This design comes from an exercise in tuning for small area and a short achievable clock period on the open sky130 flow, not from production work.
At most, simulation tests tie the RTL to the original design; equivalence was not proved.
The RTL of run 2 was laid out without a check of its function.

==> flow/design.v (outline; a module is shown in full before it is edited, if it fits) <==
// module c_inv: 1 lines
// module c_nand2: 1 lines
// module c_nor2: 1 lines
// module c_aoi21: 3 lines
// module c_oai21: 3 lines
// module c_xor2: 1 lines
// module c_xnor2: 1 lines
// module c_fa: 4 lines
// module c_ha: 4 lines
// module mb_div: 40 lines
// module mbox: 604 lines
module mbox(clk, rst, op1, op2, mdsel, out);
  // ...
==> flow/flow/run.sh <==
#!/bin/bash
# The standard layout with two changes:
#  - synthesis maps the logic with ABC using flow/abc.script (a yosys tcl
#    wrapper swaps the script; the rest of the standard synthesis is unchanged);
#  - plain buffers (buf_2) on the ports instead of the delay cell that
#    buffer_ports picks by default. Every port still gets a buffer.
set -euo pipefail
W=$(pwd)
cat > "$W/my_synth.tcl" <<EOT
proc abc {args} {
  set i [lsearch -exact \$args -script]
  if { \$i >= 0 } { lset args [expr {\$i+1}] $W/flow/abc.script }
  yosys abc {*}\$args
}
source $W/synth_recipe.tcl
EOT
sed "s#$W/synth_recipe.tcl#$W/my_synth.tcl#g" standard.sh > my_standard.sh
grep -q my_synth.tcl my_standard.sh
export BUFFER_PORTS_ARGS="-buffer_cell sky130_fd_sc_hd__buf_2"
bash my_standard.sh > standard.log 2>&1
==> flow/flow/abc.script <==
strash
dch
map -D 14000
topo
stime -c
upsize -c -D 14000
dnsize -c -D 14000
==> flow/standard.sh <==
#!/bin/bash
# synth_recipe.tcl (not shown) runs the flow's synth.tcl, then flattens the netlist and writes it again
# the make line also repeats each setting of config.mk as NAME=value (left out here)
make -C /OpenROAD-flow-scripts/flow DESIGN_CONFIG=/design/flow/config.mk WORK_HOME=/design/flow/orfs CLKGATE_MAP_FILE= SYNTH_SCRIPT=/design/flow/synth_recipe.tcl "${@:-finish}"
==> flow/config.mk <==
export PLATFORM = sky130hd
export DESIGN_NAME = mbox
export DESIGN_NICKNAME = mbox
export VERILOG_FILES = /design/flow/design.v
export SDC_FILE = /design/flow/constraint.sdc
export NUM_CORES = 4
export LEC_CHECK = 0
export ABC_AREA = 1
export CAP_MARGIN = 20
export CORE_MARGIN = 2
export CORE_UTILIZATION = 65
export SLEW_MARGIN = 20
export SYNTH_HIERARCHICAL = 1
export SYNTH_MINIMUM_KEEP_SIZE = 0
==> flow/constraint.sdc <==
create_clock -name core_clock -period 125.0 [get_ports {clk}]
set_input_delay 25.0000 -clock core_clock [delete_from_list [all_inputs] [get_ports {clk}]]
set_output_delay 25.0000 -clock core_clock [all_outputs]
set_load 0.01 [all_outputs]
==> impl_metrics.csv, run 1 <==
group,metric,value,unit
sta,hold-worst-slack,25.06,ns
drt,route.met3.wl,1550,µm
drt,vias,12000,
layout,fin_nets,2124,
synth,synth_top_family_by_area,"adder cells",
critical_path,crit_start,"op2[15]",
synth,yosys-top-cells-count,"nand2_1 (400), nor2_1 (379), fa_1 (224)",
critical_path,start_kind,"input port",
placed_design,placed_area,13600,µm²
layout,final-clk-cell-share,0.0108,
hold_path,whs_path_depth,2,
global_route,gr-usage-all-layers,0.331,
sta,worst_pin_slew,0.848,ns
synth,synth_nets,2047,
drt,met1_length,13500,µm
floorplan,rows,51,
status,status,"timing/DRC/antenna clean",
sta,setup_ws,82.73,ns
layout,bufAreaShareNonClock,0.0262,
placed_design,placed_cells,2094,
synth,synth-simple-area-share,0.356,
layout,fillers,1664,
sta,fin_crit,42.27,ns
sta,grt_setup_unrepaired,"false",
hold_path,min_from,"rst",
synth,syn_avg_cell_area,7.35,µm²
critical_path,cpMostUsedCell,"nand3_2",
critical_path,critPathArrivalTime,42.45,ns
drt,drc_errors,0,
==> module mb_div, before the edit <==
module mb_div (input logic [15:0] n, input logic [15:0] d,
               output logic [15:0] q, output logic dz);
  localparam N = 16;
  logic [N:0] hz;      
  assign hz[N] = 1'b1;
  genvar j, k;
  generate
    for (j = N-1; j >= 0; j = j - 1) begin : g_hz
      assign hz[j] = hz[j+1] & ~d[j];
    end
  endgenerate
  assign dz = hz[0];
  logic [N-1:0] rem [0:N];     
  assign rem[0] = '0;
  generate
    for (k = N-1; k >= 0; k = k - 1) begin : g_row
      localparam W = N - k;
      logic [W-1:0] t, dx;
      logic [W:0] cy;
      if (W > 1) begin : g_t
        assign t = {rem[W-1][W-2:0], n[k]};
      end else begin : g_t1
        assign t = n[k];
      end
      assign cy[0] = 1'b1;
      for (j = 0; j < W; j = j + 1) begin : g_bit
        logic nb;
        assign nb = ~d[j];
        assign dx[j] = nb ^ cy[j];
        assign cy[j+1] = (t[j] & nb) | (cy[j] & (t[j] | nb));
      end
      assign q[k] = hz[W] & cy[W];
      if (k > 0) begin : g_rem
        assign rem[W] = {{(N-W){1'b0}}, (t ^ ({W{q[k]}} & dx))};
      end else begin : g_last
        assign rem[W] = '0;
      end
    end
  endgenerate
endmodule
==> inputs of run 2 (changes only) <==
--- a/flow/design.v
+++ b/flow/design.v
@@ -13,16 +13,17 @@
   assign s  = a ^ b ^ c;
   assign co = (a & b) | (c & (a | b));
 endmodule
 module c_ha (input logic a, input logic b, output logic s, output logic co);
   assign s  = a ^ b;
   assign co = a & b;
 endmodule
 module mb_div (input logic [15:0] n, input logic [15:0] d,
+               input logic [15:0] dnh, input logic [15:0] dnl,
                output logic [15:0] q, output logic dz);
   localparam N = 16;
   logic [N:0] hz;      
   assign hz[N] = 1'b1;
   genvar j, k;
   generate
     for (j = N-1; j >= 0; j = j - 1) begin : g_hz
       assign hz[j] = hz[j+1] & ~d[j];
@@ -39,17 +40,17 @@
       if (W > 1) begin : g_t
         assign t = {rem[W-1][W-2:0], n[k]};
       end else begin : g_t1
         assign t = n[k];
       end
       assign cy[0] = 1'b1;
       for (j = 0; j < W; j = j + 1) begin : g_bit
         logic nb;
-        assign nb = ~d[j];
+        assign nb = (k >= 8) ? dnh[j] : dnl[j];
         assign dx[j] = nb ^ cy[j];
         assign cy[j+1] = (t[j] & nb) | (cy[j] & (t[j] | nb));
       end
       assign q[k] = hz[W] & cy[W];
       if (k > 0) begin : g_rem
         assign rem[W] = {{(N-W){1'b0}}, (t ^ ({W{q[k]}} & dx))};
       end else begin : g_last
         assign rem[W] = '0;
@@ -646,17 +647,50 @@
   c_fa u537 (.a(ms[15][11]), .b(mc[15][10]), .c(fc[10]), .s(prod[26]), .co(fc[11]));
   c_fa u538 (.a(ms[15][12]), .b(mc[15][11]), .c(fc[11]), .s(prod[27]), .co(fc[12]));
   c_fa u539 (.a(ms[15][13]), .b(mc[15][12]), .c(fc[12]), .s(prod[28]), .co(fc[13]));
   c_fa u540 (.a(ms[15][14]), .b(mc[15][13]), .c(fc[13]), .s(prod[29]), .co(fc[14]));
   c_fa u541 (.a(ms[15][15]), .b(mc[15][14]), .c(fc[14]), .s(prod[30]), .co(fc[15]));
   c_xor2 u542 (.a(mc[15][15]), .b(fc[15]), .y(prod[31]));
   logic [15:0] quo;
   logic dz;
-  mb_div u_div (.n(op1), .d(op2), .q(quo), .dz(dz));
+  logic [15:0] dnh, dnl;
+  c_inv u543 (.a(op2[0]), .y(dnh[0]));
+  c_inv u544 (.a(op2[0]), .y(dnl[0]));
+  c_inv u545 (.a(op2[1]), .y(dnh[1]));
+  c_inv u546 (.a(op2[1]), .y(dnl[1]));
+  c_inv u547 (.a(op2[2]), .y(dnh[2]));
+  c_inv u548 (.a(op2[2]), .y(dnl[2]));
+  c_inv u549 (.a(op2[3]), .y(dnh[3]));
+  c_inv u550 (.a(op2[3]), .y(dnl[3]));
+  c_inv u551 (.a(op2[4]), .y(dnh[4]));
+  c_inv u552 (.a(op2[4]), .y(dnl[4]));
+  c_inv u553 (.a(op2[5]), .y(dnh[5]));
+  c_inv u554 (.a(op2[5]), .y(dnl[5]));
+  c_inv u555 (.a(op2[6]), .y(dnh[6]));
+  c_inv u556 (.a(op2[6]), .y(dnl[6]));
+  c_inv u557 (.a(op2[7]), .y(dnh[7]));
+  c_inv u558 (.a(op2[7]), .y(dnl[7]));
+  c_inv u559 (.a(op2[8]), .y(dnh[8]));
+  c_inv u560 (.a(op2[8]), .y(dnl[8]));
+  c_inv u561 (.a(op2[9]), .y(dnh[9]));
+  c_inv u562 (.a(op2[9]), .y(dnl[9]));
+  c_inv u563 (.a(op2[10]), .y(dnh[10]));
+  c_inv u564 (.a(op2[10]), .y(dnl[10]));
+  c_inv u565 (.a(op2[11]), .y(dnh[11]));
+  c_inv u566 (.a(op2[11]), .y(dnl[11]));
+  c_inv u567 (.a(op2[12]), .y(dnh[12]));
+  c_inv u568 (.a(op2[12]), .y(dnl[12]));
+  c_inv u569 (.a(op2[13]), .y(dnh[13]));
+  c_inv u570 (.a(op2[13]), .y(dnl[13]));
+  c_inv u571 (.a(op2[14]), .y(dnh[14]));
+  c_inv u572 (.a(op2[14]), .y(dnl[14]));
+  c_inv u573 (.a(op2[15]), .y(dnh[15]));
+  c_inv u574 (.a(op2[15]), .y(dnl[15]));
+  mb_div u_div (.n(op1), .d(op2), .dnh(dnh), .dnl(dnl), .q(quo), .dz(dz));
   always @(posedge clk) begin
     if (rst)
       out <= 0;
     else if (mdsel == 0)
       out <= prod;
     else
       out <= {{16{dz}}, quo};
   end
==> flow/flow/abc.script (replaced) <==
strash
dch
map -D 15000
topo
stime -c
buffer -c
upsize -c -D 15000
dnsize -c -D 15000
==> impl_metrics.csv, run 2 <==
group,metric,value,unit
status,status,"timing/DRC/antenna clean",
sta,slew_violations,0,
critical_path,cp.depth,152,
drt,firstDrtPassIters,5,
clocking,clockBufferDepth,2,
critical_path,critPathArrivalTime,43.42,ns
global_route,gr-usage-all-layers,0.323,
clocking,cts_resized,0,
critical_path,crit_required,125.17,ns
floorplan,start_util,0.655,
sta,worst_pin_slew,0.758,ns
clocking,cts_tree,"done",
critical_path,worst_path_largest_cell_delay,0.32,ns
drt,vias_per_cell,5.59,
global_route,grt_max_degree,25,
floorplan,top_level_ports,67,
drt,drt-initial-drc-count,695,
clocking,numCtsBuffers,5,
critical_path,crit_buf_inv,3,
clocking,cts_setup_buffers,0,
layout,drive_gt1_frac,0.126,
clocking,path_clk_slew,0.06,ns
clocking,cts.sinks,32,
drt,wl_per_cell,15.7,µm
layout,fin_nets,2180,
global_route,grt-ovfl-total,0,
clocking,cts-root-buf,"clkbuf_16",
hold_path,hold_path.class,"in -> reg",
sta,fin_crit,43.24,ns
floorplan,fp.dieW,149,µm
layout,fillers,1903,
placed_design,io_buffers,66,
layout,final_cell_mix,"nand2_1 (395), nor2_1 (379), fa_1 (224)",
critical_path,cpMostUsedCell,"nand3_2",
layout,mostFrequentLayoutCell,"nand2_1",
layout,largest_registers,"out x32",
floorplan,rows,53,
critical_path,critical_path_class,"in -> reg",
synth,synthCells,1860,
floorplan,core,20800,µm²
placed_design,hpwl,28300,µm
synth,syn_avg_cell_area,7.34,µm²
critical_path,critical_path.slowest_cell,"xor2_1",
critical_path,cp_top_family,"simple AND/OR/NAND/NOR gates",
sta,fin_crit_sh,0.346,
synth,synth_area,13600,µm²
global_route,grt_pass1_vias,12300,
global_route,grt_pass1_wl,58000,µm
layout,syn_to_final_growth,3.27,%
critical_path,start_kind,"input port",
sta,setup_violations,0,
critical_path,setup.worst_path.end_class,"flip-flop",
synth,yosys_warnings,14,
synth,synth_nets,2148,
global_route,antenna_found_initial,1,
drt,drc_errors,0,
drt,drt_wl_total,34100,µm
drt,drtAntennaViolNets,0,
hold_path,whs_path_depth,2,
sta,fin_setup_tns,0,ns
layout,final_util,0.677,
floorplan,die_y,149,µm
sta,grt_setup_unrepaired,"false",
clocking,cts_hold_buf,0,
sta,fmax,23.1,MHz
sta,hold-worst-slack,25.07,ns
critical_path,crit_path_max_fanout,14,
drt,vias,12100,
floorplan,dieArea,22200,µm²
layout,largest_reg_flops,32,
clocking,htree_num_levels,2,
sta,slew_headroom,0.494,
flow_run,maxCapViolCount,0,
sta,hold_violations,0,
placed_design,place.gp.congestion,0.901,
layout,regMostFlops,"out",
[run 2: final cells by class]
cell class	count	area, µm²	area share
Sequential cell	32	641	0.0455
Inverter	225	865	0.0613
Antenna cell	1	2.50	0.000178
Timing Repair Buffer	67	338	0.0240
Clock inverter	3	18.8	0.00133
Clock buffer	5	125	0.00888
Multi-Input combinational cell	1561	11800	0.834
Tap cell	275	344	0.0244
[run 2: final timing paths]
check                       endpoint  startpoint
setup / recovery   out[0]$_SDFF_PP0_     op2[15]
hold / removal    out[21]$_SDFF_PP0_         rst
[run 2: layer usage]
layer  vias up  track usage  routed length [µm]
met5         -            0                   0
met3        61       0.0257                1510
met4         0       0.0914                 842
li1       5883            -                   -
met1      5894        0.411               14400
met2       287        0.590               17400
[run 2: through the flow]
| step | instances | worst slack (ns) | cell area, µm² |
|---|---|---|---|
| after floorplan | 1860 | 84.82 | 13600 |
| after global placement | 2160 | 82.17 | 13900 |
| after detailed placement | 2160 | 81.63 | 13900 |
| after CTS | 2168 | 81.90 | 14100 |
| after global routing | 2168 | 79.49 | 14100 |
| final | 2169 | 81.76 | 14100 |

-- separate check: timing with driven ports --
The results above use ideal ports. As a check the final layouts listed here were re-extracted and re-timed, cells and wires unchanged.
Step 1, drivers: a clkbuf_16 drives clk and a buf_2 each remaining input, both assumed.
Step 2, shift: input delay + t, output delay - t, t = (earliest + latest rising clock arrival at the registers) / 2. This alone moves slack from input paths to output paths.
a / b / c = ideal / step 1 / step 2; a / b = the first two.
| run | t, ns | setup WS [ns] | worst setup path at the end |
|---|---|---|---|
| run 1 | 0.349 | 82.726 / 82.750 / 82.401 | input to register |
| run 2 | 0.332 | 81.758 / 81.779 / 81.447 | input to register |
After both steps every run listed still meets setup and hold. For run 1, which loses most, drivers alone change the setup slack by +0.024 ns; drivers and shift together by -0.325 ns.
